Background: an optimization exercise with open tools, aiming at small area, a short achievable clock period and few clock cycles per item. Do not read the settings as production practice.
At most, simulation tests tie the RTL to the original design; equivalence was not proved.
No functional check of the RTL was part of runs 7 and 8.
Power and IR drop assume default switching activity.

## flow/design.v

```verilog
`timescale 1ns / 1ps
module decimal_to_bcd #(
    parameter INPUT_WIDTH = 14,
    parameter DECIMAL_DIGITS = 4
)(
    input wire clk_i,
    input wire rst_i,
    input wire start_i,
    input wire [INPUT_WIDTH-1 : 0] binary_i,
    output reg [DECIMAL_DIGITS*4-1 : 0] bcd_o,
    output reg done_o
);
function [3:0] dstep;
    input [2:0] q;
    input c;
    begin
        dstep[3] = q[2] | (c & q[1]) | (q[0] & q[1]);
        dstep[2] = (c & q[2]) | (~c & ~q[0] & q[1]);
        dstep[1] = (c & q[0] & ~q[2]) | (~c & q[0] & ~q[1]);
        dstep[0] = q[2] | (~c & q[1]) | (c & ~q[1]);
    end
endfunction
function [3:0] tobcd;
    input [2:0] q;
    input c;
    begin
        tobcd[3] = q[2];
        tobcd[2] = q[1];
        tobcd[1] = (q[0] & ~q[2]);
        tobcd[0] = c;
    end
endfunction
function [15:0] front;
    input [13:0] b;
    reg [11:0] q;
    reg [3:0] h, c, t;
    integer i, j;
    begin
        q = 12'd0;
        h = 4'd0;
        for (i = 0; i < 9; i = i + 1) begin
            c = {h[2:0], b[13 - i]};
            for (j = 0; j < 4; j = j + 1) begin
                t = dstep(q[j*3 +: 3], c[j]);
                q[j*3 +: 3] = t[2:0];
                h[j] = t[3];
            end
        end
        c = {h[2:0], b[4]};
        for (j = 0; j < 4; j = j + 1)
            front[j*4 +: 4] = {q[j*3 +: 3], c[j]};
    end
endfunction
function [15:0] back;
    input [19:0] m;
    reg [11:0] q;
    reg [3:0] h, c, t;
    integer i, j;
    begin
        for (j = 0; j < 4; j = j + 1) begin
            t = dstep(m[4 + j*4 + 1 +: 3], m[4 + j*4]);
            q[j*3 +: 3] = t[2:0];
            h[j] = t[3];
        end
        for (i = 0; i < 3; i = i + 1) begin
            c = {h[2:0], m[3 - i]};
            for (j = 0; j < 4; j = j + 1) begin
                t = dstep(q[j*3 +: 3], c[j]);
                q[j*3 +: 3] = t[2:0];
                h[j] = t[3];
            end
        end
        c = {h[2:0], m[0]};
        for (j = 0; j < 4; j = j + 1)
            back[j*4 +: 4] = tobcd(q[j*3 +: 3], c[j]);
    end
endfunction
wire [15:0] front_w = front(binary_i);
reg  [16:0] mid;
always @(posedge clk_i) begin
    mid <= {front_w[12], front_w[11], front_w[10], front_w[9], front_w[8], front_w[7], front_w[6], front_w[5], front_w[4], front_w[3], front_w[2], front_w[1], front_w[0], binary_i[3:0]};
end
always @(posedge clk_i or posedge rst_i) begin
    if (rst_i) done_o <= 1'b0;
    else       done_o <= start_i;
end
wire [19:0] midx = {1'b0, 1'b0, 1'b0, mid[16], mid[15], mid[14], mid[13], mid[12], mid[11], mid[10], mid[9], mid[8], mid[7], mid[6], mid[5], mid[4], mid[3:0]};
always @(*) bcd_o = back(midx);
endmodule
```

## flow/flow/run.sh

```bash
#!/bin/bash
# Own layout flow: the standard layout (standard.sh), changed in three ways:
#  - synthesis is ORFS's own synth script (standard.sh synth) with ORFS's ABC
#    area script swapped for flow/abc_area.script; only the combinational
#    mapping changes, the registers and their names are the standard ones;
#  - the port buffers use the smallest buffer instead of the default cell;
#  - clock tree synthesis uses clkbuf_4 cells and no dummy load cell.
# Each make run writes its full output to a log file here (ORFS also keeps
# its per-step logs under orfs/logs).
set -euo pipefail
W=$(pwd)
BUF=sky130_fd_sc_hd__buf_1
CTS="-sink_clustering_enable -repair_clock_nets -dont_use_dummy_load -root_buf sky130_fd_sc_hd__clkbuf_4 -buf_list sky130_fd_sc_hd__clkbuf_4 -sink_clustering_size 30 -sink_clustering_max_diameter 500"
rm -rf "$W/scripts_mod"
cp -r "$FLOW_HOME/scripts" "$W/scripts_mod"
cp "$W/flow/abc_area.script" "$W/scripts_mod/abc_area.script"
bash standard.sh SCRIPTS_DIR="$W/scripts_mod" ABC_AREA=1 synth > "$W/synth.log" 2>&1
bash standard.sh "BUFFER_PORTS_ARGS=-buffer_cell $BUF" "CTS_ARGS=$CTS" finish > "$W/layout.log" 2>&1
```

## flow/flow/abc_area.script

```
strash
&get -n
&dch -f
&nf -R 1000
&put
topo
buffer -c
upsize -c
dnsize -c
```

## flow/standard.sh

```bash
#!/bin/bash
# synth_recipe.tcl (not shown) runs the flow's synth.tcl, then flattens the netlist and writes it again
# the make line also repeats each setting of config.mk as NAME=value (left out here)
make -C /OpenROAD-flow-scripts/flow DESIGN_CONFIG=/design/flow/config.mk WORK_HOME=/design/flow/orfs CLKGATE_MAP_FILE= SYNTH_SCRIPT=/design/flow/synth_recipe.tcl "${@:-finish}"
```

## flow/config.mk

```make
export PLATFORM = sky130hd
export DESIGN_NAME = decimal_to_bcd
export DESIGN_NICKNAME = decimal_to_bcd
export VERILOG_FILES = /design/flow/design.v
export SDC_FILE = /design/flow/constraint.sdc
export NUM_CORES = 4
export LEC_CHECK = 0
export ABC_AREA = 1
export CAP_MARGIN = 20
export CORE_MARGIN = 2
export CORE_UTILIZATION = 40
export SLEW_MARGIN = 20
```

## flow/constraint.sdc

```tcl
create_clock -name core_clock -period 10.0 [get_ports {clk_i}]
set_input_delay 2.0000 -clock core_clock [delete_from_list [all_inputs] [get_ports {clk_i}]]
set_output_delay 2.0000 -clock core_clock [all_outputs]
set_load 0.01 [all_outputs]
```

==> summary.txt, run 1 <==
Clock network
  • TritonCTS Buffers: 3
  • Worst-path clk slew: approximately 0.09 ns
  • Sink Count: 18
  • CTS tree: done
  • Post-CTS setup buffers: 0
  • Resize count post-CTS: 0
  • H-tree levels: 1
  • # hold bufs at CTS: 0
  • Clock tree buffer depth: 2
  • Root Driver: clkbuf_4

Pwr
  • Net Sw Frac: approximately half
  • Worst VDD drop: 0.000104 V
  • Combinational share of power: 73.8%
  • LEAKAGE: 0.719 nW
  • Clock power frac: between 6 and 7%
  • Switching pwr: approximately 0.26 mW
  • Int Power: 0.257 mW
  • Seq pwr share: ~20%
  • Pwr per Cell Area: 300 nW/um^2

Global route
  • Overall Global Routing Usage: between 10 and 15%
  • Number of global-route vias before repair: approximately 1.2k
  • Pin count of the biggest net entering global routing: 11
  • Initial antenna violation count: 0
  • First-pass GRT wire length: approximately 4300 um
  • GRT Residual Overflow: 0

Timing
  • Final Hold Fails: 0
  • Setup_tns: 0 ns
  • Least-Margin Pin Slew: around 0.44 ns
  • Final setup viols: 0
  • Max transition margin: 70.7%
  • FMAX: 224 MHz
  • Period Utilization, post-route: approximately 45%
  • Fin. max-slew vios: 0
  • Tmin final: ~4.5 ns
  • RSZ-0062 raised after global routing: false
  • Final worst slack: 5.53 ns

Detailed routing
  • DRT Pass-1 Iters: 4
  • Post-DR wirelength/cell: around 8.3 um
  • DR vias/cell: about 5
  • Remaining DRCs: 0
  • Vias: around 1.5k
  • WL final: about 2500 um
  • Final ANT Viol Nets: 0
  • Initial detailed-routing violation count: between 40 and 50

Synthesis
  • Post-Synthesis Cells: roughly 220
  • Syn Nets: approximately 240
  • Synthesized area per cell: 6.88 um^2
  • Number of distinct library cells after synthesis: about 50
  • Netlist Area Pre-Place: about 1500 um^2
  • Number of synthesized register bits: 18
  • Post-synthesis sequential area ratio: 23.7%
  • Yosys warning count: 1

Floorplanning
  • FP Rows: 22
  • Initial core utilization: 41.8%
  • Die height: 66.1 um
  • Die area: ~4400 um^2
  • DIE WIDTH: around 66 um
  • I/O pin total: 34
  • CORE AREA: approximately 3700 um^2

Critical path
  • Critical Path AT: about 2.5 ns
  • Crit-path slowest cell: nor3b_1
  • Crit path kind: reg -> out
  • CP startpoint kind: register
  • Crit path max fanout: 4
  • CP Capture Type: output port
  • Cell Chain, Critical Path: nand2b_1 -> nand2_1 -> nor3b_1 -> a211oi_1 -> nor2_1 -> a21oi_1 -> o21bai_1 -> or2_2 -> o21ai_0 -> a31oi_1 -> buf_1
  • Kind of cell adding the most delay to the critical path: simple AND/OR/NAND/NOR gates
  • Buf+Inv Stages, Crit Path: 1
  • CP peak stage delay: between 0.3 and 0.4 ns
  • Critical Path RT: around 8.0 ns

Place
  • Post-placement setup slack: about 5.5 ns
  • Hpwl dp: between 2000 and 2500 um
  • Placed instance area: 1710 um^2
  • Gpl congestion: 0.710
  • IO buf count: 33

Finish
  • Layout cells sized above 1: 11.2%
  • Commonest non-fill, non-tap cells in the layout: 33 x nand2_1, 33 x buf_1, 24 x nor2_1, 23 x o21ai_0, 17 x dfxtp_1
  • Final net count: 280
  • Area grow syn2layout: 12.7%
  • Final Instance Area: ~1700 um^2
  • Diodes inserted: 0

Flow run
  • Max cap viols: 0

Worst hold path
  • HP Class: in -> async

Outcome
  • Status: complete, no violations
==> power groups by stage <==
stage / clock network [mW] / registers (mW) / logic (mW)
floorplan: 0 / 0.103 / 0.299
global placement: 0 / 0.106 / 0.385
detailed placement: 0 / 0.106 / 0.388
CTS: 0.0343 / 0.104 / 0.389
global route: 0.0379 / 0.107 / 0.444
finish: 0.0323 / 0.104 / 0.384
==> stage by stage <==
| step | power (mW) | hold slack, ns | std cells | utilization (%) |
|---|---|---|---|---|
| 5_1_grt | 0.589 | 1.48 | 306 | 47.1 |
| 2_1_floorplan | 0.402 | 1.73 | 224 | - |
| 6_report | 0.521 | 1.51 | 306 | 47.1 |
| 4_1_cts | 0.528 | 1.49 | 306 | 47.1 |
| 3_5_place_dp | 0.494 | 1.81 | 303 | 46.5 |
| 3_3_place_gp | 0.491 | 1.81 | 303 | 46.5 |
==> cell usage after synthesis, drive strengths merged <==
| cell type | n | share of area (%) |
|---|---|---|
| nand2 | 35 | 8.8 |
| nor2 | 30 | 8.3 |
| o21ai | 29 | 9.9 |
| dfxtp | 17 | 22 |
| a21oi | 12 | 4.1 |
| inv | 11 | 2.7 |
| nand2b | 10 | 4.5 |
| nand3 | 10 | 4.4 |
| or2 | 8 | 3.4 |
| a31oi | 7 | 2.8 |
| and2 | 5 | 2.0 |
| and3 | 5 | 2.0 |
| nor3 | 5 | 1.6 |
| o21a | 4 | 1.9 |
| o21bai | 4 | 2.2 |
| or3 | 4 | 1.9 |
| ha | 3 | 2.4 |
| nor2b | 3 | 1.4 |
| o211ai | 3 | 2.1 |
| and4 | 2 | 1.1 |
| nand3b | 2 | 0.97 |
| o31a | 2 | 1.1 |
| xnor2 | 2 | 1.1 |
| a211oi | 1 | 0.49 |
| a21boi | 1 | 0.49 |
| a21o | 1 | 0.49 |
| a22oi | 1 | 0.49 |
| buf | 1 | 0.49 |
| clkbuf | 1 | 0.24 |
| dfrtp | 1 | 1.6 |
| nor3b | 1 | 0.49 |
| o211a | 1 | 0.65 |
| o31ai | 1 | 0.81 |
| xor2 | 1 | 0.57 |
==> cells by family after synthesis <==
kind of cell,after synthesis,synth area share (%)
compound gates,67,27.7
flops,18,23.7
xor+xnor,3,1.70
simple gates,120,41.1
buf+inv,13,3.41
fa+ha+maj,3,2.44
==> worst max-delay path by stage <==
stage,slack (ns),depth (start not counted),start,to
6_report,5.53,11,mid[4],bcd_o[1]
5_1_grt,5.24,11,mid[4],bcd_o[1]
4_1_cts,5.51,10,mid[8],bcd_o[13]
3_5_place_dp,5.50,13,binary_i[13],mid[10]
3_3_place_gp,5.55,13,binary_i[13],mid[10]
2_1_floorplan,5.67,13,binary_i[13],mid[10]
==> flip-flops by register name, indices dropped and copies added (netlist names) <==
signal  count
done_o      1
mid        17
==> cell type report <==
type	count	area (um^2)
fillers	406	1950
multi-input cells	193	1120
flip-flops and latches	18	365
repair buffers	33	124
well taps	48	60.1
inverters	11	41.3
clock buffers	3	22.5
==> per-layer routing <==
layer	vias up	routed length [um]	GRT usage [%]
li1	867	-	-
met1	644	1290	15.5
met2	17	1150	20.4
met3	4	56	1.19
met4	0	36	5.36
met5	-	0	0
Testbench counts, summed over its fixed seeds: cycles 2,048, items 2,048.
==> run 2: changes to the inputs <==
==> flow/flow/abc_area.script (replaced) <==
strash
&get -n
&dch -f
&nf -p -C 32 -F 8 -R 1000
&put
topo
buffer -c
upsize -c
dnsize -c
==> summary.txt, run 2 <==
Floorplanning
  • Die area: 4270 um^2 (-2.1%)
  • FP Rows: 22 (unchanged)
  • DIE WIDTH: 65.4 um (-1.1%)
  • Die height: 65.4 um (-1.1%)
  • CORE AREA: 3630 um^2 (-1.5%)
  • Initial core utilization: 41.5% (-0.33 points)
  • I/O pin total: 34 (unchanged)

Timing
  • Final setup viols: 0 (unchanged)
  • Final worst slack: 5.49 ns (-0.0451 ns)
  • Tmin final: 4.51 ns (+0.0451 ns)
  • Final Hold Fails: 0 (unchanged)
  • Period Utilization, post-route: 45.1% (+0.45 points)
  • Max transition margin: 69.0% (-1.7 points)
  • RSZ-0062 raised after global routing: false
  • Setup_tns: 0 ns (unchanged)
  • Least-Margin Pin Slew: 0.461 ns (+0.0248 ns)
  • Fin. max-slew vios: 0 (unchanged)
  • FMAX: 222 MHz (-1.0%)

Detailed routing
  • Vias: 1501 (-2.0%)
  • Met3 wire length: 44 um (-21%)
  • Remaining DRCs: 0 (unchanged)
  • WL final: 2660 um (+4.9%)
  • Final ANT Viol Nets: 0 (unchanged)
  • Post-DR wirelength/cell: 9.01 um (+8.8%)
  • DR vias/cell: 5.09 (+1.6%)
  • Met1 wire length: 1350 um (+4.4%)
  • Met2 WL: 1240 um (+7.6%)
  • Initial detailed-routing violation count: 48 (-2.0%)
  • DR top layer: met4
  • DRT Pass-1 Iters: 4 (unchanged)

Synthesis
  • Syn Nets: 233 (-4.5%)
  • Post-synthesis sequential area ratio: 24.3% (+0.55 points)
  • Post-Synthesis Cells: 213 (-4.9%)
  • Main synth FF type: dfxtp_1
  • Async SR Flop Fraction: 5.56% (unchanged)
  • Commonest cells post-synth: 29 x nand2_1, 23 x nor2_1, 22 x o21ai_0, 17 x dfxtp_1, 10 x nand2b_1
  • Number of synthesized register bits: 18 (unchanged)
  • EDFF count, synth: 0 (unchanged)
  • Synth top area share: 22.6% (+0.51 points)
  • Netlist Area Pre-Place: 1510 um^2 (-2.3%)
  • Number of distinct library cells after synthesis: 47 (-4.1%)
  • Largest area contributor in the netlist: dfxtp_1
  • Synthesized area per cell: 7.07 um^2 (+2.8%)
  • Yosys warning count: 1 (unchanged)
  • Area contributors post-synth: dfxtp_1 23%, o21ai_0 7.3%, nand2_1 7.2%
  • Count leader, synth: nand2_1

Clock network
  • Post-CTS setup buffers: 0 (unchanged)
  • CTS tree: done
  • Worst-path clk slew: 0.09 ns (about the same)
  • Sink Count: 18 (unchanged)
  • TritonCTS Buffers: 3 (unchanged)
  • Clock tree buffer depth: 2 (unchanged)
  • Root Driver: clkbuf_4
  • Resize count post-CTS: 0 (unchanged)
  • # hold bufs at CTS: 0 (unchanged)
  • H-tree levels: 1 (unchanged)

Global route
  • Overall Global Routing Usage: 14.0% (+1.9 points)
  • First-pass GRT wire length: 5020 um (+16%)
  • Number of global-route vias before repair: 1283 (+9.6%)
  • Pin count of the biggest net entering global routing: 11 (unchanged)
  • GRT Residual Overflow: 0 (unchanged)
  • Initial antenna violation count: 0 (unchanged)

Finish
  • Final net count: 269 (-3.9%)
  • Fin util: 46.8% (-0.25 points)
  • Commonest non-fill, non-tap cell in the layout: buf_1
  • Diodes inserted: 0 (unchanged)
  • Largest registers: mid x17, done_o x1
  • Final Instance Area: 1700 um^2 (-2.0%)
  • Max FFs per register: 17 (unchanged)
  • Commonest non-fill, non-tap cells in the layout: 33 x buf_1, 29 x nand2_1, 23 x nor2_1, 22 x o21ai_0, 17 x dfxtp_1
  • Largest Register: mid
  • Layout cells sized above 1: 9.31% (-1.9 points)
  • Filler cell count: 403 (-0.74%)
  • Area grow syn2layout: 13.0%
  • Post-Layout Cell Count: 295 (-3.6%)

Pwr
  • LEAKAGE: 0.695 nW (-3.3%)
  • Worst VDD drop: 0.000100 V (-3.9%)
  • Pwr per Cell Area: 306 nW/um^2 (+2.1%)

Critical path
  • Crit path kind: reg -> out
  • CP startpoint kind: register
  • Crit path max fanout: 5 (+1)
  • CP Capture Type: output port
  • Critical Path AT: 2.51 ns (+0.04 ns)
  • Critical Path RT: 8.00 ns (about the same)

Place
  • Post-placement setup slack: 5.68 ns (+0.182 ns)
  • Placed instance count: 292 (-3.6%)
  • IO buf count: 33 (unchanged)
  • Gpl congestion: 0.742 (+4.5%)
  • Hpwl dp: 2180 um (+1.1%)
  • Placed instance area: 1680 um^2 (-2.0%)

Outcome
  • Status: complete, no violations

Worst hold path
  • HP Class: in -> async

Flow run
  • Max cap viols: 0 (unchanged)
run 2: worst max-delay path by stage:
| stage | cells past startpoint | from | endpoint |
|---|---|---|---|
| after floorplan | 13 | binary_i[13] | mid[10] |
| after global placement | 10 | binary_i[13] | mid[10] |
| after detailed placement | 11 | binary_i[13] | mid[13] |
| after CTS | 10 | mid[8] | bcd_o[13] |
| after global routing | 10 | mid[8] | bcd_o[13] |
| final | 10 | mid[8] | bcd_o[13] |
run 2: cell families after synthesis:
family	after synthesis	synth area share [%]
and+or+nand+nor	111	39.3
muxes	1	0.664
xor gates and xnor gates	1	0.582
buffers and inverters	8	2.24
DFF	18	24.3
adders and majority gates	3	2.49
AOI/OAI and AO/OA	71	30.5
run 2: layout make-up:
cell class / instances / area [um^2] / share of cell area (%)
flip-flops and latches: 18 / 365 / 21.5
well taps: 48 / 60.1 / 3.53
repair buffers: 33 / 124 / 7.28
inverters: 6 / 22.5 / 1.32
clock buffers: 3 / 22.5 / 1.32
multi-input cells: 187 / 1110 / 65.1
run 2: where the power goes:
part | switching (mW) | internal (mW) | total, mW | leakage, nW
Sequential | 0.0147 | 0.0897 | 0.104 | 0.154
Clock | 0.0193 | 0.0140 | 0.0332 | 0.0138
Combinational | 0.230 | 0.153 | 0.383 | 0.527
Total | 0.264 | 0.257 | 0.521 | 0.695
run 2: metrics by stage:
| stage | hold WS (ns) | power [mW] |
|---|---|---|
| final | 1.50 | 0.521 |
| after global routing | 1.49 | 0.591 |
| after CTS | 1.49 | 0.524 |
| after detailed placement | 1.81 | 0.490 |
| after global placement | 1.81 | 0.488 |
| after floorplan | 1.73 | 0.400 |
run 2: per-layer routing:
| metal | track usage (%) | vias to the layer above |
|---|---|---|
| li1 | - | 837 |
| met1 | 18.4 | 648 |
| met2 | 23.9 | 14 |
| met3 | 0.514 | 2 |
| met4 | 6.25 | 0 |
| met5 | 0 | - |
run 2: worst max-delay path, stage by stage (launching register included):
cell      delay [ns]
dfxtp_1         0.38
nand2b_1        0.19
nor3b_1         0.33
nand2_1         0.09
a31o_2          0.29
nand2_1         0.06
nand3_1         0.11
or3_1           0.37
o21ai_0         0.22
a31oi_1         0.06
buf_1           0.13
==> run 3: changes to the inputs <==
==> flow/flow/abc_area.script (replaced) <==
strash
dch -f
&get -n
&dch -f
&nf -R 1000
&put
topo
dnsize -c
==> summary.txt, run 3 <==
Outcome
  • Status: complete, no violations

Global route
  • Overall Global Routing Usage: 12.6% (-1.4 points)
  • Pin count of the biggest net entering global routing: 11 (unchanged)
  • GRT Residual Overflow: 0 (unchanged)
  • Number of global-route vias before repair: 1174 (-8.5%)
  • Initial antenna violation count: 0 (unchanged)
  • First-pass GRT wire length: 4440 um (-12%)

Finish
  • Largest Register: mid
  • Filler cell count: 404 (+0.25%)
  • Final net count: 282 (+4.8%)
  • Combined area of the multi-input logic cells: 1050 um^2 (-5.5%)
  • Final Instance Area: 1670 um^2 (-2.1%)
  • Max FFs per register: 17 (unchanged)
  • Area grow syn2layout: 13.3%
  • Commonest non-fill, non-tap cell in the layout: buf_1
  • Commonest non-fill, non-tap cells in the layout: 33 x buf_1, 32 x o21ai_0, 29 x nand2_1, 27 x nor2_1, 17 x dfxtp_1
  • Fin util: 46.2% (-0.61 points)
  • Diodes inserted: 0 (unchanged)
  • Post-Layout Cell Count: 308 (+4.4%)
  • Largest registers: mid x17, done_o x1
  • Register area: 365 um^2 (unchanged)
  • Layout cells sized above 1: 1.15% (-8.2 points)

Timing
  • Final worst slack: 5.39 ns (-0.0955 ns)
  • Final Hold Fails: 0 (unchanged)
  • Period Utilization, post-route: 46.1% (+0.96 points)
  • Max transition margin: 68.8% (-0.25 points)
  • Final setup viols: 0 (unchanged)
  • Worst hold margin: 1.50 ns (-0.000790 ns)
  • Setup_tns: 0 ns (unchanged)
  • RSZ-0062 raised after global routing: false
  • FMAX: 217 MHz (-2.1%)
  • Least-Margin Pin Slew: 0.468 ns (+0.00624 ns)
  • Fin. max-slew vios: 0 (unchanged)
  • Tmin final: 4.61 ns (+0.0955 ns)

Synthesis
  • Post-synthesis sequential area ratio: 24.8% (+0.58 points)
  • Number of distinct library cells after synthesis: 32 (-32%)
  • Main synth FF type: dfxtp_1
  • Number of synthesized register bits: 18 (unchanged)
  • Count leader, synth: o21ai_0
  • Async SR Flop Fraction: 5.56% (unchanged)
  • Largest area contributor in the netlist: dfxtp_1
  • Synthesized area per cell: 6.51 um^2 (-7.9%)
  • Commonest cells post-synth: 32 x o21ai_0, 29 x nand2_1, 27 x nor2_1, 17 x dfxtp_1, 15 x a21oi_1
  • Yosys warning count: 1 (unchanged)
  • Syn Nets: 246 (+5.6%)
  • Netlist Area Pre-Place: 1470 um^2 (-2.3%)
  • EDFF count, synth: 0 (unchanged)
  • Post-Synthesis Cells: 226 (+6.1%)
  • Area contributors post-synth: dfxtp_1 23%, o21ai_0 11%, nand2_1 7.4%
  • Synth top area share: 23.1% (+0.54 points)

Detailed routing
  • DR vias/cell: 4.86 (-4.4%)
  • WL final: 2510 um (-5.5%)
  • DRT Pass-1 Iters: 4 (unchanged)
  • Vias: 1498 (-0.20%)
  • Initial detailed-routing violation count: 48 (unchanged)
  • Remaining DRCs: 0 (unchanged)
  • Post-DR wirelength/cell: 8.15 um (-9.5%)
  • Final ANT Viol Nets: 0 (unchanged)

Floorplanning
  • Initial core utilization: 40.8% (-0.66 points)
  • Die area: 4180 um^2 (-2.2%)
  • DIE WIDTH: 64.7 um (-1.1%)
  • Die height: 64.7 um (-1.1%)
  • CORE AREA: 3610 um^2 (-0.76%)
  • I/O pin total: 34 (unchanged)
  • FP Rows: 22 (unchanged)

Pwr
  • Design Power: 0.494 mW (-5.2%)
  • Pwr per Cell Area: 296 nW/um^2 (-3.2%)
  • LEAKAGE: 0.662 nW (-4.9%)
  • Worst VDD drop: 0.0000830 V (-17%)

Clock network
  • Resize count post-CTS: 0 (unchanged)
  • Sink Count: 18 (unchanged)
  • Clock tree buffer depth: 2 (unchanged)
  • TritonCTS Buffers: 3 (unchanged)
  • # hold bufs at CTS: 0 (unchanged)
  • Root Driver: clkbuf_4
  • Worst-path clk slew: 0.09 ns (about the same)
  • CTS tree: done
  • Post-CTS setup buffers: 0 (unchanged)
  • H-tree levels: 1 (unchanged)

Worst hold path
  • HP Class: in -> async

Critical path
  • Crit path kind: reg -> out
  • CP Capture Type: output port
  • Critical Path AT: 2.61 ns (+0.10 ns)
  • CP startpoint kind: register
  • Critical Path RT: 8.00 ns (about the same)
  • Crit path max fanout: 4 (-1)

Place
  • Hpwl dp: 2150 um (-1.4%)
  • Placed instance area: 1640 um^2 (-2.1%)
  • Placed instance count: 305 (+4.5%)
  • Post-placement setup slack: 5.36 ns (-0.328 ns)
  • Gpl congestion: 0.742 (about the same)
  • IO buf count: 33 (unchanged)

Flow run
  • Max cap viols: 0 (unchanged)
==> run 3: final cells by class <==
type,instances,share of cell area [%]
Multi-Input combinational cell,193,62.8
Sequential cell,18,21.9
Timing Repair Buffer,33,7.43
Tap cell,48,3.60
Inverter,13,2.93
Clock buffer,3,1.35
==> run 3: final timing paths <==
kind	start	endpoint	cells past startpoint
setup / recovery	mid[8]	bcd_o[9]	10
max in group asynchronous	rst_i	done_o	2
hold / removal	rst_i	done_o	2
min in group core_clock	binary_i[2]	mid[2]	1
==> run 3: critical path: stages, from the launching register on <==
cell      delay (ns)
dfxtp_1         0.35
o21ai_0         0.17
nand2b_1        0.12
or3b_1          0.44
o21ai_0         0.29
nor2_1          0.09
o21ai_0         0.26
or2_0           0.20
o21ai_0         0.11
a31oi_1         0.15
buf_1           0.16
==> run 3: power by group <==
group | internal [mW] | switching, mW | leakage, nW | total (mW)
Combinational | 0.140 | 0.218 | 0.494 | 0.359
Clock | 0.0140 | 0.0187 | 0.0138 | 0.0326
Sequential | 0.0897 | 0.0129 | 0.154 | 0.103
==> run 3: logic make-up after synthesis <==
logic type | share of synthesized area [%]
adder cells (fa/ha/maj) | 3.23
AO/OA/AOI/OAI | 28.6
AND/OR/NAND/NOR | 39.3
buffers and inverters | 4.08
flip-flops | 24.8
==> run 3: metal layers <==
layer  GRT usage (%)  vias to the layer above  wire, um
met5               0                        -         0
met4            5.59                        0        17
met3           0.521                        2        37
met2            21.4                       14      1170
met1            16.8                      624      1280
li1                -                      858         -
==> run 4: changes to the inputs <==
==> flow/flow/abc_area.script (replaced) <==
strash
&get -n
&dch -f
&nf -R 1000
&put
topo
dnsize -c
==> summary.txt, run 4 <==
Finish
  • Commonest non-fill, non-tap cells in the layout: 35 x nand2_1, 33 x buf_1, 30 x nor2_1, 29 x o21ai_0, 17 x dfxtp_1
  • Commonest non-fill, non-tap cell in the layout: nand2_1
  • Largest Register: mid
  • Area grow syn2layout: 13.2% (about the same)
  • Largest registers: mid x17, done_o x1
  • Final Instance Area: 1650 um^2 (-1.1%)
  • Filler cell count: 385 (-4.7%)
  • Max FFs per register: 17 (unchanged)
  • Post-Layout Cell Count: 304 (-1.3%)
  • Diodes inserted: 0 (unchanged)
  • Final net count: 280 (-0.71%)
  • Layout cells sized above 1: 1.16% (+0.0089 points)

Floorplanning
  • Die height: 64.3 um (-0.48%)
  • DIE WIDTH: 64.3 um (-0.48%)
  • FP Rows: 21 (-4.5%)
  • CORE AREA: 3420 um^2 (-5.3%)
  • Initial core utilization: 42.6% (+1.8 points)
  • I/O pin total: 34 (unchanged)
  • Die area: 4140 um^2 (-0.96%)

Pwr
  • Worst VDD drop: 0.0000931 V (+12%)
  • LEAKAGE: 0.637 nW (-3.6%)
  • Pwr per Cell Area: 309 nW/um^2 (+4.2%)
  • Design Power: 0.510 mW (+3.1%)

Critical path
  • CP Capture Type: register
  • Crit path kind: in -> reg
  • Critical Path RT: 10.17 ns (+2.17 ns)
  • Crit path max fanout: 5 (+1)
  • Critical Path AT: 4.66 ns (+2.05 ns)
  • CP startpoint kind: primary input

Timing
  • Tmin final: 4.49 ns (-0.119 ns)
  • Max transition margin: 70.0% (+1.3 points)
  • Fin. max-slew vios: 0 (unchanged)
  • Setup_tns: 0 ns (unchanged)
  • FMAX: 223 MHz (+2.6%)
  • RSZ-0062 raised after global routing: false
  • Final worst slack: 5.51 ns (+0.119 ns)
  • Final Hold Fails: 0 (unchanged)
  • Least-Margin Pin Slew: 0.446 ns (-0.0215 ns)
  • Period Utilization, post-route: 44.9% (-1.2 points)
  • Final setup viols: 0 (unchanged)

Synthesis
  • Commonest cells post-synth: 35 x nand2_1, 30 x nor2_1, 29 x o21ai_0, 17 x dfxtp_1, 12 x a21oi_1
  • Netlist Area Pre-Place: 1460 um^2 (-1.0%)
  • Post-Synthesis Cells: 224 (-0.88%)
  • Largest area contributor in the netlist: dfxtp_1
  • Count leader, synth: nand2_1
  • Main synth FF type: dfxtp_1
  • Number of distinct library cells after synthesis: 34 (+6.3%)
  • Async SR Flop Fraction: 5.56% (unchanged)
  • Post-synthesis sequential area ratio: 25.1% (+0.26 points)
  • Number of synthesized register bits: 18 (unchanged)
  • Area contributors post-synth: dfxtp_1 23%, o21ai_0 10%, nand2_1 9.0%
  • Syn Nets: 244 (-0.81%)
  • Yosys warning count: 1 (unchanged)
  • Synthesized area per cell: 6.50 um^2 (-0.14%)
  • Synth top area share: 23.4% (+0.24 points)
  • EDFF count, synth: 0 (unchanged)

Global route
  • Overall Global Routing Usage: 13.2% (+0.58 points)
  • First-pass GRT wire length: 4550 um (+2.7%)
  • Pin count of the biggest net entering global routing: 11 (unchanged)
  • Initial antenna violation count: 0 (unchanged)
  • Number of global-route vias before repair: 1212 (+3.2%)
  • GRT Residual Overflow: 0 (unchanged)

Clock network
  • H-tree levels: 1 (unchanged)
  • Resize count post-CTS: 0 (unchanged)
  • # hold bufs at CTS: 0 (unchanged)
  • TritonCTS Buffers: 3 (unchanged)
  • CTS tree: done
  • Sink Count: 18 (unchanged)
  • Root Driver: clkbuf_4
  • Worst-path clk slew: 0.09 ns (about the same)
  • Post-CTS setup buffers: 0 (unchanged)
  • Clock tree buffer depth: 2 (unchanged)

Detailed routing
  • Initial detailed-routing violation count: 39 (-19%)
  • DR vias/cell: 5.01 (+3.0%)
  • Vias: 1523 (+1.7%)
  • Final ANT Viol Nets: 0 (unchanged)
  • Post-DR wirelength/cell: 8.26 um (+1.4%)
  • DRT Pass-1 Iters: 4 (unchanged)
  • Remaining DRCs: 0 (unchanged)
  • WL final: 2510 um (about the same)

Place
  • Placed instance count: 301 (-1.3%)
  • Placed instance area: 1630 um^2 (-1.1%)
  • IO buf count: 33 (unchanged)
  • Hpwl dp: 2160 um (+0.78%)
  • Gpl congestion: 0.737 (-0.61%)
  • Post-placement setup slack: 5.23 ns (-0.127 ns)

Worst hold path
  • HP Class: in -> async

Flow run
  • Max cap viols: 0 (unchanged)

Outcome
  • Status: complete, no violations
run 4: layout make-up:
type                    count  area (um^2)  share of cell area, %
repair buffers             33          124                   7.51
multi-input cells         193         1040                   63.0
flip-flops and latches     18          365                   22.2
inverters                  11         41.3                   2.50
well taps                  46         57.6                   3.49
clock buffers               3         22.5                   1.37
run 4: logic make-up after synthesis:
kind of cell | count (synthesis) | synth area share (%)
AO/OA/AOI/OAI | 67 | 27.2
XOR/XNOR | 3 | 1.80
adder cells (fa/ha/maj) | 3 | 2.58
buffers and inverters | 13 | 3.61
flip-flops | 18 | 25.1
AND/OR/NAND/NOR | 120 | 39.7
run 4: per-stage QoR:
step                      utilization [%]  hold slack (ns)
after CTS                            48.3             1.49
after floorplan                         -             1.72
after global routing                 48.3             1.49
final                                48.3             1.51
after detailed placement             47.6             1.81
after global placement               47.6             1.81
run 4: where the power goes:
group          total, mW  leakage [nW]  internal (mW)  switching, mW
clock             0.0320        0.0138         0.0139         0.0180
combinational      0.373         0.469          0.146          0.227
sequential         0.105         0.154         0.0900         0.0148
run 4: worst max-delay path: stages:
cell      delay (ns)
buf_1           0.08
nand2b_1        0.15
nor2_1          0.21
nand2_1         0.11
o211ai_1        0.15
or2_0           0.21
nand3_1         0.18
o21ai_0         0.32
nor2_1          0.07
o21bai_1        0.24
nor2_1          0.11
or3_1           0.38
or2_0           0.27
and3_1          0.19
run 4: layer usage:
layer | vias up | global-route usage (%) | share of wire [%]
li1 | 856 | - | -
met1 | 648 | 16.8 | 49
met2 | 17 | 22.1 | 47
met3 | 2 | 1.58 | 1.9
met4 | 0 | 6.38 | 1.4
met5 | - | 0 | 0
run 4: final timing paths:
kind                       slack (ns)          from      end
max in group asynchronous        8.41         rst_i   done_o
worst min-delay path             1.51         rst_i   done_o
worst max-delay path             5.51  binary_i[11]  mid[10]
min in group core_clock          1.80   binary_i[1]   mid[1]
==> run 5: changes to the inputs <==
--- a/flow/flow/run.sh
+++ b/flow/flow/run.sh
@@ -15,4 +15,7 @@
 cp -r "$FLOW_HOME/scripts" "$W/scripts_mod"
 cp "$W/flow/abc_area.script" "$W/scripts_mod/abc_area.script"
 bash standard.sh SCRIPTS_DIR="$W/scripts_mod" ABC_AREA=1 synth > "$W/synth.log" 2>&1
-bash standard.sh "BUFFER_PORTS_ARGS=-buffer_cell $BUF" "CTS_ARGS=$CTS" finish > "$W/layout.log" 2>&1
+ARGS=("BUFFER_PORTS_ARGS=-buffer_cell $BUF" "CTS_ARGS=$CTS")
+bash standard.sh "${ARGS[@]}" cts > "$W/layout_cts.log" 2>&1
+bash standard.sh "${ARGS[@]}" SETUP_SLACK_MARGIN=5.6 SETUP_MOVE_SEQUENCE=sizeup,swap SKIP_GATE_CLONING=1 SKIP_LAST_GASP=1 grt > "$W/layout_grt.log" 2>&1
+bash standard.sh "${ARGS[@]}" finish > "$W/layout.log" 2>&1
==> summary.txt, run 5 <==
Finish
  • Combined area of the multi-input logic cells: 1240 um^2 (+19%)
  • Final net count: 280 (unchanged)
  • Commonest non-fill, non-tap cell in the layout: nand2_1
  • Final Instance Area: 1860 um^2 (+13%)
  • Largest registers: mid x17, done_o x1
  • Max FFs per register: 17 (unchanged)
  • Layout cells sized above 1: 19.0% (+18 points)
  • Post-Layout Cell Count: 304 (unchanged)
  • Filler cell count: 364 (-5.5%)
  • Area grow syn2layout: 27.6%
  • Diodes inserted: 0 (unchanged)
  • Commonest non-fill, non-tap cells in the layout: 34 x nand2_1, 30 x buf_1, 21 x nor2_1, 15 x o21ai_0, 14 x dfxtp_1
  • Largest Register: mid
  • Register area: 369 um^2 (+1.0%)

Pwr
  • LEAKAGE: 0.723 nW (+13%)
  • Seq pwr share: 19.0% (-1.6 points)
  • Pwr per Cell Area: 308 nW/um^2 (-0.17%)
  • Int Power: 0.285 mW (+14%)
  • Switching pwr: 0.288 mW (+11%)
  • Net Sw Frac: 50.2% (-0.78 points)
  • Combinational share of power: 75.4% (+2.2 points)
  • Clock power frac: 5.5% (-0.8 points)
  • Worst VDD drop: 0.0000961 V (+3.2%)

Critical path
  • Crit path kind: reg -> out
  • CP Capture Type: output port
  • Crit path max fanout: 5 (unchanged)
  • CP peak stage delay: 0.40 ns (+0.02 ns)
  • CP startpoint kind: register
  • Critical Path RT: 8.00 ns (-2.17 ns)
  • Crit-path slowest cell: or3_1
  • Critical Path AT: 2.27 ns (-2.39 ns)
  • Cell Chain, Critical Path: nand2b_1 -> and4_1 -> or3_1 -> nand2_1 -> nand3_2 -> or2_4 -> o21ai_2 -> a31oi_1 -> clkbuf_2

Floorplanning
  • Die height: 64.3 um (unchanged)
  • Die area: 4140 um^2 (unchanged)
  • CORE AREA: 3420 um^2 (unchanged)
  • I/O pin total: 34 (unchanged)
  • FP Rows: 21 (unchanged)
  • DIE WIDTH: 64.3 um (unchanged)
  • Initial core utilization: 42.6% (unchanged)

Timing
  • Period Utilization, post-route: 42.7% (-2.2 points)
  • Fin. max-slew vios: 0 (unchanged)
  • Setup_tns: 0 ns (unchanged)
  • Max transition margin: 73.2% (+3.2 points)
  • Tmin final: 4.27 ns (-0.218 ns)
  • Final worst slack: 5.73 ns (+0.218 ns)
  • Final setup viols: 0 (unchanged)
  • Final Hold Fails: 0 (unchanged)
  • FMAX: 234 MHz (+5.1%)
  • RSZ-0062 raised after global routing: true
  • Least-Margin Pin Slew: 0.400 ns (-0.0464 ns)

Synthesis
  • EDFF count, synth: 0 (unchanged)
  • Number of synthesized register bits: 18 (unchanged)
  • Largest area contributor in the netlist: dfxtp_1
  • Area contributors post-synth: dfxtp_1 23%, o21ai_0 10%, nand2_1 9.0%
  • Post-Synthesis Cells: 224 (unchanged)
  • Count leader, synth: nand2_1
  • Number of distinct library cells after synthesis: 34 (unchanged)
  • Commonest cells post-synth: 35 x nand2_1, 30 x nor2_1, 29 x o21ai_0, 17 x dfxtp_1, 12 x a21oi_1
  • Async SR Flop Fraction: 5.56% (unchanged)
  • Synthesized area per cell: 6.50 um^2 (unchanged)
  • Synth top area share: 23.4% (unchanged)
  • Yosys warning count: 1 (unchanged)
  • Main synth FF type: dfxtp_1
  • Syn Nets: 244 (unchanged)
  • Post-synthesis sequential area ratio: 25.1% (unchanged)
  • Netlist Area Pre-Place: 1460 um^2 (unchanged)

Place
  • Hpwl dp: 2160 um (unchanged)
  • IO buf count: 33 (unchanged)
  • Placed instance count: 301 (unchanged)
  • Placed instance area: 1630 um^2 (unchanged)
  • Gpl congestion: 0.737 (unchanged)
  • Post-placement setup slack: 5.23 ns (unchanged)

Global route
  • Pin count of the biggest net entering global routing: 11 (unchanged)
  • First-pass GRT wire length: 4550 um (unchanged)
  • Initial antenna violation count: 0 (unchanged)
  • Number of global-route vias before repair: 1212 (unchanged)
  • Overall Global Routing Usage: 13.2% (unchanged)
  • GRT Residual Overflow: 0 (unchanged)

Clock network
  • H-tree levels: 1 (unchanged)
  • CTS tree: done
  • Sink Count: 18 (unchanged)
  • Resize count post-CTS: 0 (unchanged)
  • Post-CTS setup buffers: 0 (unchanged)
  • Worst-path clk slew: 0.09 ns (about the same)
  • Clock tree buffer depth: 2 (unchanged)
  • TritonCTS Buffers: 3 (unchanged)
  • Root Driver: clkbuf_4
  • # hold bufs at CTS: 0 (unchanged)

Detailed routing
  • DRT Pass-1 Iters: 5 (+1)
  • WL final: 2740 um (+9.0%)
  • Remaining DRCs: 0 (unchanged)
  • Vias: 1573 (+3.3%)
  • Post-DR wirelength/cell: 9.00 um (+9.0%)
  • Initial detailed-routing violation count: 46 (+18%)
  • DR vias/cell: 5.17 (+3.3%)
  • Final ANT Viol Nets: 0 (unchanged)

Outcome
  • Status: complete, no violations

Flow run
  • Max cap viols: 0 (unchanged)

Worst hold path
  • HP Class: in -> async
[run 5: cell counts after synthesis]
Identical to the previous run, type by type.
[run 5: worst max-delay path by stage]
stage,to,cells past startpoint,slack [ns],from
6_report,bcd_o[9],9,5.73,mid[8]
3_3_place_gp,mid[10],14,5.35,binary_i[11]
5_1_grt,mid[10],12,5.54,binary_i[11]
3_5_place_dp,mid[10],14,5.23,binary_i[11]
4_1_cts,mid[10],14,5.52,binary_i[11]
2_1_floorplan,mid[10],12,5.54,binary_i[13]
[run 5: cell families (layout without fill, tap and decap cells)]
family	after synthesis	in the layout	share of synthesized area [%]
xor+xnor	3	3	1.80
fa+ha+maj	3	3	2.58
buf+inv	13	47	3.61
flops	18	18	25.1
simple gates	120	120	39.7
compound gates	67	67	27.2
[run 5: per-layer routing]
metal  track usage, %  vias to the layer above  share of wire [%]
met3             1.58                        2                1.6
met2             22.1                       15                 51
li1                 -                      858                  -
met4             6.38                        0                1.2
met1             16.8                      698                 46
met5                0                        -                  0
[run 5: worst max-delay path, delay by kind of cell, from the launching register on]
| family | cells | cell delay [ns] |
|---|---|---|
| and+or+nand+nor | 6 | 1.34 |
| AOI/OAI and AO/OA | 2 | 0.17 |
| buffers and inverters | 1 | 0.13 |
| DFF | 1 | 0.34 |
[run 5: area by class of cell]
| type | instances | share of cell area [%] |
|---|---|---|
| well taps | 46 | 3.10 |
| flip-flops and latches | 18 | 19.9 |
| repair buffers | 33 | 6.87 |
| inverters | 11 | 2.22 |
| multi-input cells | 193 | 66.7 |
| clock buffers | 3 | 1.21 |
[run 5: per-stage QoR]
step	util (%)	total power, mW	hold WS (ns)
global placement	47.6	0.480	1.81
CTS	48.3	0.516	1.49
global route	54.4	0.643	1.48
detailed placement	47.6	0.483	1.81
floorplan	-	0.392	1.72
finish	54.4	0.573	1.51
[run 5: power by group through the flow]
stage / clock network (mW) / logic, mW / registers (mW)
2_1_floorplan: 0 / 0.289 / 0.103
3_3_place_gp: 0 / 0.374 / 0.106
3_5_place_dp: 0 / 0.376 / 0.107
4_1_cts: 0.0339 / 0.377 / 0.105
5_1_grt: 0.0363 / 0.495 / 0.112
6_report: 0.0318 / 0.432 / 0.109
==> run 6: changes to the inputs <==
--- a/flow/flow/run.sh
+++ b/flow/flow/run.sh
@@ -17,5 +17,5 @@
 bash standard.sh SCRIPTS_DIR="$W/scripts_mod" ABC_AREA=1 synth > "$W/synth.log" 2>&1
 ARGS=("BUFFER_PORTS_ARGS=-buffer_cell $BUF" "CTS_ARGS=$CTS")
 bash standard.sh "${ARGS[@]}" cts > "$W/layout_cts.log" 2>&1
-bash standard.sh "${ARGS[@]}" SETUP_SLACK_MARGIN=5.6 SETUP_MOVE_SEQUENCE=sizeup,swap SKIP_GATE_CLONING=1 SKIP_LAST_GASP=1 grt > "$W/layout_grt.log" 2>&1
+bash standard.sh "${ARGS[@]}" SETUP_SLACK_MARGIN=5.8 SETUP_MOVE_SEQUENCE=sizeup,swap SKIP_GATE_CLONING=1 SKIP_LAST_GASP=1 grt > "$W/layout_grt.log" 2>&1
 bash standard.sh "${ARGS[@]}" finish > "$W/layout.log" 2>&1
==> summary.txt, run 6 <==
Worst hold path
  • HP Class: in -> async

Critical path
  • Critical Path AT: 4.48 ns (+2.21 ns)
  • Kind of cell adding the most delay to the critical path: simple AND/OR/NAND/NOR gates
  • Crit path max fanout: 5 (unchanged)
  • CP peak stage delay: 0.39 ns (about the same)
  • CP startpoint kind: primary input
  • Cell Chain, Critical Path: buf_6 -> nand2b_4 -> nor2_4 -> nand2_2 -> o211ai_1 -> or2_4 -> nand3_4 -> o211ai_1 -> o21bai_2 -> nor2b_4 -> or3_4 -> or2_4 -> and3_4
  • CP Capture Type: register
  • Critical Path RT: 10.17 ns (+2.17 ns)
  • Crit path kind: in -> reg
  • Crit-path slowest cell: o211ai_1
  • Buf+Inv Stages, Crit Path: 1 (unchanged)

Pwr
  • Worst VDD drop: 0.0000968 V (+0.66%)
  • Combinational share of power: 78.0% (+2.6 points)
  • Switching pwr: 0.320 mW (+11%)
  • LEAKAGE: 0.824 nW (+14%)
  • Net Sw Frac: 48.3% (-1.9 points)
  • Clock power frac: 4.9% (-0.6 points)
  • Seq pwr share: 17.2% (-1.8 points)
  • Int Power: 0.343 mW (+20%)
  • Pwr per Cell Area: 321 nW/um^2 (+3.9%)

Synthesis
  • Count leader, synth: nand2_1
  • Synthesized area per cell: 6.50 um^2 (unchanged)
  • Number of synthesized register bits: 18 (unchanged)
  • Largest area contributor in the netlist: dfxtp_1
  • Syn Nets: 244 (unchanged)
  • Post-synthesis sequential area ratio: 25.1% (unchanged)
  • EDFF count, synth: 0 (unchanged)
  • Netlist Area Pre-Place: 1460 um^2 (unchanged)
  • Yosys warning count: 1 (unchanged)
  • Post-Synthesis Cells: 224 (unchanged)
  • Commonest cells post-synth: 35 x nand2_1, 30 x nor2_1, 29 x o21ai_0, 17 x dfxtp_1, 12 x a21oi_1
  • Area contributors post-synth: dfxtp_1 23%, o21ai_0 10%, nand2_1 9.0%
  • Number of distinct library cells after synthesis: 34 (unchanged)
  • Main synth FF type: dfxtp_1
  • Async SR Flop Fraction: 5.56% (unchanged)
  • Synth top area share: 23.4% (unchanged)

Timing
  • Least-Margin Pin Slew: 0.398 ns (-0.00126 ns)
  • Final setup viols: 0 (unchanged)
  • Period Utilization, post-route: 43.0% (+0.34 points)
  • RSZ-0062 raised after global routing: true
  • Tmin final: 4.30 ns (+0.0339 ns)
  • Setup_tns: 0 ns (unchanged)
  • Final Hold Fails: 0 (unchanged)
  • Max transition margin: 73.3% (+0.084 points)
  • FMAX: 232 MHz (-0.79%)
  • Fin. max-slew vios: 0 (unchanged)

Place
  • IO buf count: 33 (unchanged)
  • Gpl congestion: 0.737 (unchanged)
  • Hpwl dp: 2160 um (unchanged)

Clock network
  • Post-CTS setup buffers: 0 (unchanged)
  • Clock tree buffer depth: 2 (unchanged)
  • Root Driver: clkbuf_4
  • CTS tree: done
  • H-tree levels: 1 (unchanged)
  • Worst-path clk slew: 0.09 ns (about the same)
  • # hold bufs at CTS: 0 (unchanged)
  • Resize count post-CTS: 0 (unchanged)
  • TritonCTS Buffers: 3 (unchanged)
  • Sink Count: 18 (unchanged)

Global route
  • GRT Residual Overflow: 0 (unchanged)
  • Initial antenna violation count: 0 (unchanged)
  • First-pass GRT wire length: 4550 um (unchanged)
  • Number of global-route vias before repair: 1212 (unchanged)
  • Overall Global Routing Usage: 13.2% (unchanged)
  • Pin count of the biggest net entering global routing: 11 (unchanged)

Floorplanning
  • Initial core utilization: 42.6% (unchanged)
  • DIE WIDTH: 64.3 um (unchanged)
  • CORE AREA: 3420 um^2 (unchanged)
  • Die area: 4140 um^2 (unchanged)
  • Die height: 64.3 um (unchanged)
  • FP Rows: 21 (unchanged)
  • I/O pin total: 34 (unchanged)

Detailed routing
  • Initial detailed-routing violation count: 40 (-13%)
  • Final ANT Viol Nets: 0 (unchanged)
  • DRT Pass-1 Iters: 4 (-1)
  • Post-DR wirelength/cell: 9.68 um (+7.5%)
  • WL final: 2940 um (+7.5%)
  • Remaining DRCs: 0 (unchanged)
  • DR vias/cell: 5.21 (+0.70%)
  • Vias: 1584 (+0.70%)

Finish
  • Register area: 377 um^2 (+2.0%)
  • Final net count: 280 (unchanged)
  • Layout cells sized above 1: 34.9% (+16 points)
  • Largest registers: mid x17, done_o x1
  • Diodes inserted: 0 (unchanged)
  • Area grow syn2layout: 42.0%
  • Largest Register: mid
  • Combined area of the multi-input logic cells: 1410 um^2 (+14%)
  • Commonest non-fill, non-tap cell in the layout: nand2_1
  • Max FFs per register: 17 (unchanged)
  • Fin util: 60.5% (+6.2 points)
  • Commonest non-fill, non-tap cells in the layout: 29 x nand2_1, 22 x buf_1, 20 x nor2_1, 12 x o21ai_0, 12 x dfxtp_1
  • Filler cell count: 335 (-8.0%)

Flow run
  • Max cap viols: 0 (unchanged)

Outcome
  • Status: complete, no violations
==> run 6: layer usage <==
metal,vias to the layer above,global-route usage (%),share of wire [%]
met5,-,0,0
met4,0,6.38,1.2
met2,17,22.1,53
li1,855,-,-
met3,2,1.58,1.8
met1,710,16.8,44
==> run 6: cells by family after synthesis <==
group / count (synthesis) / synth area share [%]
DFF: 18 / 25.1
AOI/OAI and AO/OA: 67 / 27.2
buffers and inverters: 13 / 3.61
xor gates and xnor gates: 3 / 1.80
adders and majority gates: 3 / 2.58
and+or+nand+nor: 120 / 39.7
==> run 6: cell type report <==
class | instances | area share [%]
clock buffer | 3 | 1.09
inverter | 11 | 2.00
multi-input combinational | 193 | 68.4
sequential | 18 | 18.2
tap | 46 | 2.78
timing repair buffer | 33 | 7.56
==> run 6: metrics by stage <==
stage                     cell area [um^2]  instances  worst slack [ns]  hold WS [ns]  total power [mW]
after global placement                1630        301              5.35          1.81             0.480
after detailed placement              1630        301              5.23          1.81             0.483
after floorplan                       1460        224              5.54          1.72             0.392
after global routing                  2070        304              5.51          1.48             0.735
after CTS                             1650        304              5.52          1.49             0.516
final                                 2070        304              5.70          1.50             0.663
==> run 6: worst max-delay path by stage <==
stage	endpoint	startpoint	depth (start not counted)	slack [ns]
after global placement	mid[10]	binary_i[11]	14	5.35
after floorplan	mid[10]	binary_i[13]	12	5.54
after CTS	mid[10]	binary_i[11]	14	5.52
after global routing	mid[10]	binary_i[11]	13	5.51
after detailed placement	mid[10]	binary_i[11]	14	5.23
final	mid[10]	binary_i[11]	13	5.70
==> run 6: power groups by stage <==
stage / Clock [mW] / Combinational, mW / Sequential, mW
after floorplan: 0 / 0.289 / 0.103
after global placement: 0 / 0.374 / 0.106
after detailed placement: 0 / 0.376 / 0.107
after CTS: 0.0339 / 0.377 / 0.105
after global routing: 0.0368 / 0.581 / 0.117
final: 0.0324 / 0.517 / 0.114
==> run 7: changes to the inputs <==
--- a/flow/design.v
+++ b/flow/design.v
@@ -38,7 +38,7 @@
     begin
         q = 12'd0;
         h = 4'd0;
-        for (i = 0; i < 9; i = i + 1) begin
+        for (i = 0; i < 10; i = i + 1) begin
             c = {h[2:0], b[13 - i]};
             for (j = 0; j < 4; j = j + 1) begin
                 t = dstep(q[j*3 +: 3], c[j]);
@@ -46,24 +46,24 @@
                 h[j] = t[3];
             end
         end
-        c = {h[2:0], b[4]};
+        c = {h[2:0], b[3]};
         for (j = 0; j < 4; j = j + 1)
             front[j*4 +: 4] = {q[j*3 +: 3], c[j]};
     end
 endfunction
 function [15:0] back;
-    input [19:0] m;
+    input [18:0] m;
     reg [11:0] q;
     reg [3:0] h, c, t;
     integer i, j;
     begin
         for (j = 0; j < 4; j = j + 1) begin
-            t = dstep(m[4 + j*4 + 1 +: 3], m[4 + j*4]);
+            t = dstep(m[3 + j*4 + 1 +: 3], m[3 + j*4]);
             q[j*3 +: 3] = t[2:0];
             h[j] = t[3];
         end
-        for (i = 0; i < 3; i = i + 1) begin
-            c = {h[2:0], m[3 - i]};
+        for (i = 0; i < 2; i = i + 1) begin
+            c = {h[2:0], m[2 - i]};
             for (j = 0; j < 4; j = j + 1) begin
                 t = dstep(q[j*3 +: 3], c[j]);
                 q[j*3 +: 3] = t[2:0];
@@ -78,12 +78,12 @@
 wire [15:0] front_w = front(binary_i);
 reg  [16:0] mid;
 always @(posedge clk_i) begin
-    mid <= {front_w[12], front_w[11], front_w[10], front_w[9], front_w[8], front_w[7], front_w[6], front_w[5], front_w[4], front_w[3], front_w[2], front_w[1], front_w[0], binary_i[3:0]};
+    mid <= {front_w[13], front_w[12], front_w[11], front_w[10], front_w[9], front_w[8], front_w[7], front_w[6], front_w[5], front_w[4], front_w[3], front_w[2], front_w[1], front_w[0], binary_i[2:0]};
 end
 always @(posedge clk_i or posedge rst_i) begin
     if (rst_i) done_o <= 1'b0;
     else       done_o <= start_i;
 end
-wire [19:0] midx = {1'b0, 1'b0, 1'b0, mid[16], mid[15], mid[14], mid[13], mid[12], mid[11], mid[10], mid[9], mid[8], mid[7], mid[6], mid[5], mid[4], mid[3:0]};
+wire [18:0] midx = {1'b0, 1'b0, mid[16], mid[15], mid[14], mid[13], mid[12], mid[11], mid[10], mid[9], mid[8], mid[7], mid[6], mid[5], mid[4], mid[3], mid[2:0]};
 always @(*) bcd_o = back(midx);
 endmodule
--- a/flow/flow/run.sh
+++ b/flow/flow/run.sh
@@ -15,7 +15,4 @@
 cp -r "$FLOW_HOME/scripts" "$W/scripts_mod"
 cp "$W/flow/abc_area.script" "$W/scripts_mod/abc_area.script"
 bash standard.sh SCRIPTS_DIR="$W/scripts_mod" ABC_AREA=1 synth > "$W/synth.log" 2>&1
-ARGS=("BUFFER_PORTS_ARGS=-buffer_cell $BUF" "CTS_ARGS=$CTS")
-bash standard.sh "${ARGS[@]}" cts > "$W/layout_cts.log" 2>&1
-bash standard.sh "${ARGS[@]}" SETUP_SLACK_MARGIN=5.8 SETUP_MOVE_SEQUENCE=sizeup,swap SKIP_GATE_CLONING=1 SKIP_LAST_GASP=1 grt > "$W/layout_grt.log" 2>&1
-bash standard.sh "${ARGS[@]}" finish > "$W/layout.log" 2>&1
+bash standard.sh "BUFFER_PORTS_ARGS=-buffer_cell $BUF" "CTS_ARGS=$CTS" finish > "$W/layout.log" 2>&1
==> flow/flow/abc_area.script (replaced) <==
strash
&get -n
&dch -f
&nf -p -C 32 -F 8 -R 1000
&put
topo
buffer -c
upsize -c
dnsize -c
==> summary.txt, run 7 <==
Synthesis
  • Synthesized area per cell: 7.08 um^2 (+9.0%)
  • Netlist Area Pre-Place: 1550 um^2 (+6.5%)
  • Number of synthesized register bits: 18 (unchanged)
  • Yosys warning count: 1 (unchanged)
  • Post-Synthesis Cells: 219 (-2.2%)
  • Post-synthesis sequential area ratio: 23.5% (-1.5 points)
  • EDFF count, synth: 0 (unchanged)
  • Commonest cells post-synth: 29 x nor2_1, 27 x nand2_1, 18 x o21ai_0, 17 x dfxtp_1, 16 x nand2b_1
  • Area contributors post-synth: dfxtp_1 22%, nor2_1 7.0%, nand2_1 6.5%
  • Synth top area share: 21.9% (-1.4 points)
  • Main synth FF type: dfxtp_1
  • Count leader, synth: nor2_1
  • Number of distinct library cells after synthesis: 44 (+29%)
  • Largest area contributor in the netlist: dfxtp_1
  • Syn Nets: 239 (-2.0%)
  • Async SR Flop Fraction: 5.56% (unchanged)

Finish
  • Filler cell count: 399 (+19%)
  • Max FFs per register: 17 (unchanged)
  • Commonest non-fill, non-tap cell in the layout: buf_1
  • Commonest non-fill, non-tap cells in the layout: 33 x buf_1, 29 x nor2_1, 27 x nand2_1, 18 x o21ai_0, 17 x dfxtp_1
  • Layout cells sized above 1: 9.88% (-25 points)
  • Diodes inserted: 0 (unchanged)
  • Register area: 365 um^2 (-3.0%)
  • Area grow syn2layout: 12.6%
  • Largest registers: mid x17, done_o x1
  • Largest Register: mid
  • Combined area of the multi-input logic cells: 1150 um^2 (-18%)
  • Final net count: 275 (-1.8%)

Global route
  • GRT met3 Usage: 0.511% (-1.1 points)
  • Overall Global Routing Usage: 12.8% (-0.47 points)
  • First-pass GRT wire length: 4650 um (+2.1%)
  • Met2 Track Usage GR: 22.1% (about the same)
  • Number of global-route vias before repair: 1257 (+3.7%)
  • Initial antenna violation count: 0 (unchanged)
  • Most Crowded Layer GR: met2
  • GRT Residual Overflow: 0 (unchanged)
  • Pin count of the biggest net entering global routing: 11 (unchanged)
  • Met1 Track Usage GR: 16.7% (-0.090 points)

Clock network
  • Post-CTS setup buffers: 0 (unchanged)
  • CTS tree: done
  • Sink Count: 18 (unchanged)
  • Worst-path clk slew: 0.10 ns (about the same)
  • # hold bufs at CTS: 0 (unchanged)
  • H-tree levels: 1 (unchanged)
  • Resize count post-CTS: 0 (unchanged)
  • Clock tree buffer depth: 2 (unchanged)
  • TritonCTS Buffers: 3 (unchanged)
  • Root Driver: clkbuf_4

Pwr
  • Design Power: 0.504 mW (-24%)
  • Clock power frac: 6.6% (+1.7 points)
  • Net Sw Frac: 49.4% (+1.1 points)
  • Worst VDD drop: 0.0000730 V (-25%)
  • Switching pwr: 0.249 mW (-22%)
  • Pwr per Cell Area: 288 nW/um^2 (-10%)
  • Combinational share of power: 71.3% (-6.7 points)
  • Seq pwr share: 22.1% (+4.9 points)
  • Int Power: 0.255 mW (-26%)
  • LEAKAGE: 0.711 nW (-14%)

Timing
  • RSZ-0062 raised after global routing: false
  • Period Utilization, post-route: 44.2% (+1.1 points)
  • Final Hold Fails: 0 (unchanged)
  • Tmin final: 4.42 ns (+0.112 ns)
  • Fin. max-slew vios: 0 (unchanged)
  • Final setup viols: 0 (unchanged)
  • Least-Margin Pin Slew: 0.380 ns (-0.0188 ns)
  • FMAX: 226 MHz (-2.5%)
  • Setup_tns: 0 ns (unchanged)
  • Max transition margin: 74.4% (+1.1 points)

Critical path
  • Critical Path RT: 10.17 ns (about the same)
  • CP Capture Type: register
  • Crit path kind: in -> reg
  • Critical Path AT: 4.58 ns (+0.10 ns)
  • Crit path max fanout: 5 (unchanged)
  • CP startpoint kind: primary input

Worst hold path
  • HP Class: in -> async

Detailed routing
  • DR vias/cell: 5.16 (-0.92%)
  • WL final: 2690 um (-8.6%)
  • Post-DR wirelength/cell: 8.93 um (-7.7%)
  • Remaining DRCs: 0 (unchanged)
  • Vias: 1554 (-1.9%)
  • DRT Pass-1 Iters: 4 (unchanged)
  • Final ANT Viol Nets: 0 (unchanged)
  • Initial detailed-routing violation count: 72 (+80%)

Place
  • Hpwl dp: 2290 um (+5.7%)
  • Gpl congestion: 0.750 (+1.8%)
  • IO buf count: 33 (unchanged)

Floorplanning
  • Die height: 66.3 um (+3.0%)
  • Die area: 4390 um^2 (+6.1%)
  • FP Rows: 22 (+4.8%)
  • Initial core utilization: 42.1% (-0.57 points)
  • DIE WIDTH: 66.3 um (+3.0%)
  • CORE AREA: 3690 um^2 (+8.0%)
  • I/O pin total: 34 (unchanged)

Flow run
  • Max cap viols: 0 (unchanged)

Outcome
  • Status: complete, no violations
-- run 7: final cells by class --
cell class,count,share of cell area (%)
multi-input combinational,193,66.0
sequential,18,20.9
timing repair buffer,33,7.09
tap,48,3.44
clock buffer,3,1.29
inverter,6,1.29
-- run 7: kinds of logic after synthesis --
family,share of synthesized area (%)
XOR/XNOR,1.13
flip-flops,23.5
adder cells (fa/ha/maj),2.42
AO/OA/AOI/OAI,31.6
AND/OR/NAND/NOR,39.1
buffers and inverters,2.18
-- run 7: final timing paths --
path	from	endpoint	slack, ns	depth (start not counted)
setup / recovery	binary_i[13]	mid[9]	5.58	15
hold / removal	rst_i	done_o	1.50	2
max in group asynchronous	rst_i	done_o	8.42	2
min in group core_clock	binary_i[1]	mid[1]	1.80	1
-- run 7: per-stage QoR --
stage	instances	instance area, um^2	hold WS [ns]	utilization [%]	setup WS, ns
floorplan	219	1550	1.73	-	5.49
global placement	298	1720	1.81	46.7	5.34
detailed placement	298	1720	1.81	46.7	5.30
CTS	301	1750	1.49	47.4	5.59
global route	301	1750	1.49	47.4	5.40
finish	301	1750	1.50	47.4	5.58
-- run 7: critical path, cell delays in order --
cell and delay (ns):
buf_1 0.10, ha_1 0.32, o31a_1 0.35, nand2b_4 0.17, nand3_4 0.11, a21oi_1 0.07
o21ai_1 0.16, nor2_1 0.08, o21bai_2 0.20, or2_4 0.16, nand3_2 0.09, or2_1 0.25
o21a_1 0.21, nand2b_1 0.15, and3_1 0.16
-- run 7: per-layer routing --
| layer | share of wire, % | wire length [um] |
|---|---|---|
| met3 | 2.3 | 63 |
| met1 | 52 | 1390 |
| met2 | 45 | 1210 |
| met5 | 0 | 0 |
| met4 | 0.78 | 21 |
-- run 7: power by group through the flow --
stage          Sequential (mW)  Clock, mW  Combinational [mW]
3_5_place_dp             0.113          0               0.361
2_1_floorplan            0.110          0               0.279
3_3_place_gp             0.113          0               0.359
6_report                 0.112     0.0332               0.359
4_1_cts                  0.111     0.0350               0.362
5_1_grt                  0.115     0.0380               0.411
==> run 8: changes to the inputs <==
==> flow/flow/abc_area.script (replaced) <==
strash
&get -n
&dch -f
&nf -R 1000
&put
topo
buffer -c
upsize -c
dnsize -c
==> summary.txt, run 8 <==
Critical path
  • Critical Path RT: 10.18 ns (about the same)
  • CP Launch Point: binary_i[13]
  • CP startpoint kind: primary input
  • Cell Chain, Critical Path: buf_1 -> ha_1 -> o31ai_2 -> nand2_1 -> o211ai_2 -> nor2_1 -> a211o_1 -> nor2_2 -> inv_1 -> a21o_1 -> nand2b_1 -> nand3_2 -> or2_2 -> nor2_1 -> o21ai_0 -> and3_1
  • Crit path max fanout: 4 (-1)
  • CP Capture Type: register
  • Crit path kind: in -> reg
  • Crit-path slowest cell: ha_1
  • Critical Path AT: 4.64 ns (+0.06 ns)

Outcome
  • Status: complete, no violations

Timing
  • RSZ-0062 raised after global routing: false
  • Least-Margin Pin Slew: 0.378 ns (-0.00143 ns)
  • Setup_tns: 0 ns (unchanged)
  • Max transition margin: 74.6% (+0.15 points)
  • Final Hold Fails: 0 (unchanged)
  • Period Utilization, post-route: 44.7% (+0.51 points)
  • Tmin final: 4.47 ns (+0.0513 ns)

Detailed routing
  • Met3 wire length: 82 um (+30%)
  • Met1 wire length: 1300 um (-6.8%)
  • DRT Pass-1 Iters: 5 (+1)
  • WL final: 2640 um (-2.0%)
  • Initial detailed-routing violation count: 34 (-53%)
  • Vias: 1520 (-2.2%)
  • Final ANT Viol Nets: 0 (unchanged)
  • Post-DR wirelength/cell: 8.64 um (-3.3%)

Clock network
  • Sink Count: 18 (unchanged)
  • H-tree levels: 1 (unchanged)
  • TritonCTS Buffers: 3 (unchanged)
  • Worst-path clk slew: 0.09 ns (about the same)
  • Resize count post-CTS: 0 (unchanged)
  • Clock tree buffer depth: 2 (unchanged)
  • # hold bufs at CTS: 0 (unchanged)

Global route
  • Pin count of the biggest net entering global routing: 11 (unchanged)
  • GRT Residual Overflow: 0 (unchanged)
  • Initial antenna violation count: 0 (unchanged)
  • Number of global-route vias before repair: 1330 (+5.8%)
  • First-pass GRT wire length: 4990 um (+7.3%)
  • Overall Global Routing Usage: 13.9% (+1.2 points)

Finish
  • Commonest non-fill, non-tap cell in the layout: nand2_1
  • Max FFs per register: 17 (unchanged)
  • Diodes inserted: 0 (unchanged)
  • Largest registers: mid x17, done_o x1
  • Layout cells sized above 1: 9.73% (-0.15 points)
  • Largest Register: mid

Synthesis
  • Largest area contributor in the netlist: dfxtp_1
  • Post-Synth Adder-Cell Area: 2.45% (+0.036 points)
  • Compound-Gate Fraction of Synth Area: 29.5% (-2.1 points)
  • Multiplexer share of the synthesized area: 0% (unchanged)
  • Main synth FF type: dfxtp_1
  • Area contributors post-synth: dfxtp_1 22%, nand2_1 9.1%, nor2_1 5.9%
  • Count leader, synth: nand2_1
  • Number of distinct library cells after synthesis: 41 (-6.8%)
  • Simple-Gate Fraction of Synth Area: 40.6% (+1.5 points)
  • Syn Nets: 243 (+1.7%)
  • Number of synthesized register bits: 18 (unchanged)
  • Synth top area share: 22.3% (+0.32 points)
  • Synth Area in XOR/XNOR: 0.573% (-0.56 points)
  • Main combinational cell family by area after synthesis: simple AND/OR/NAND/NOR gates
  • Netlist Area Pre-Place: 1530 um^2 (-1.5%)
  • Post-synthesis sequential area ratio: 23.9% (+0.35 points)

Floorplanning
  • Die area: 4330 um^2 (-1.4%)
  • Initial core utilization: 41.8% (-0.30 points)
  • FP Rows: 22 (unchanged)
  • DIE WIDTH: 65.8 um (-0.69%)
  • CORE AREA: 3660 um^2 (-0.75%)

Flow run
  • Max cap viols: 0 (unchanged)

Place
  • Hpwl dp: 2320 um (+1.2%)

Pwr
  • Pwr per Cell Area: 293 nW/um^2 (+1.6%)
  • Worst VDD drop: 0.0000707 V (-3.1%)
  • LEAKAGE: 0.730 nW (+2.8%)

Worst hold path
  • HP Class: in -> async
==> run 8: critical path: cells and delay by family <==
| family | cells | cell delay (ns) |
|---|---|---|
| compound gates | 5 | 0.98 |
| buf+inv | 2 | 0.14 |
| fa+ha+maj | 1 | 0.33 |
| simple gates | 8 | 1.19 |
==> run 8: metrics by stage <==
stage	std cells	util (%)	hold WS (ns)	cell area (um^2)
2_1_floorplan	223	-	1.73	1530
3_3_place_gp	302	46.5	1.81	1700
3_5_place_dp	302	46.5	1.82	1700
4_1_cts	305	47.1	1.52	1720
5_1_grt	305	47.1	1.52	1720
6_report	305	47.1	1.53	1720
==> run 8: cell type report <==
type	count	area (um^2)
clock buffers	3	22.5
well taps	48	60.1
multi-input cells	194	1120
fillers	402	1940
flip-flops and latches	18	365
inverters	9	33.8
repair buffers	33	124
==> run 8: power breakdown <==
group          total [mW]  leakage [nW]  internal [mW]  switching [mW]
clock network      0.0308        0.0138         0.0139          0.0169
logic               0.364         0.562          0.152           0.212
registers           0.111         0.154         0.0946          0.0161
total               0.505         0.730          0.260           0.245
==> run 8: final timing paths <==
kind | end | slack (ns) | cells past startpoint
min | done_o | 1.53 | 2
max in group asynchronous | done_o | 8.38 | 2
max | mid[9] | 5.53 | 16
min in group core_clock | mid[1] | 1.81 | 1
==> run 8: cell families (layout without fill, tap and decap cells) <==
kind of cell | Yosys count | count (layout)
simple gates | 123 | 123
buf+inv | 11 | 45
flops | 18 | 18
xor+xnor | 1 | 1
compound gates | 67 | 67
fa+ha+maj | 3 | 3
==> run 8: metal layers <==
metal	up-vias	GRT usage, %
met5	-	0
met4	0	5.73
met3	2	1.36
met2	23	24.9
met1	644	16.9
li1	851	-

separate check: timing with driven ports:
How much do the figures lean on ideal ports? The routed layouts below were timed once more, with nothing changed but the port constraints. Step 1 assumes that a clkbuf_16 drives the clock port and a buf_2 every other input. Step 2, shift: input delay + t, output delay - t, t = (earliest + latest rising clock arrival at the registers) / 2. This alone moves slack from input paths to output paths. a / b / c = ideal / step 1 / step 2; a / b = the first two.
run	t, ns	slack for setup (ns)
run 1	0.296	5.535 / 5.513 / 5.493
run 2	0.301	5.490 / 5.469 / 5.676
run 3	0.296	5.394 / 5.376 / 5.367
run 4	0.295	5.513 / 5.512 / 5.220
run 5	0.295	5.731 / 5.709 / 5.449
run 6	0.297	5.697 / 5.686 / 5.389
run 7	0.294	5.585 / 5.585 / 5.290
run 8	0.286	5.533 / 5.535 / 5.248
After both steps every run listed still meets setup and hold.
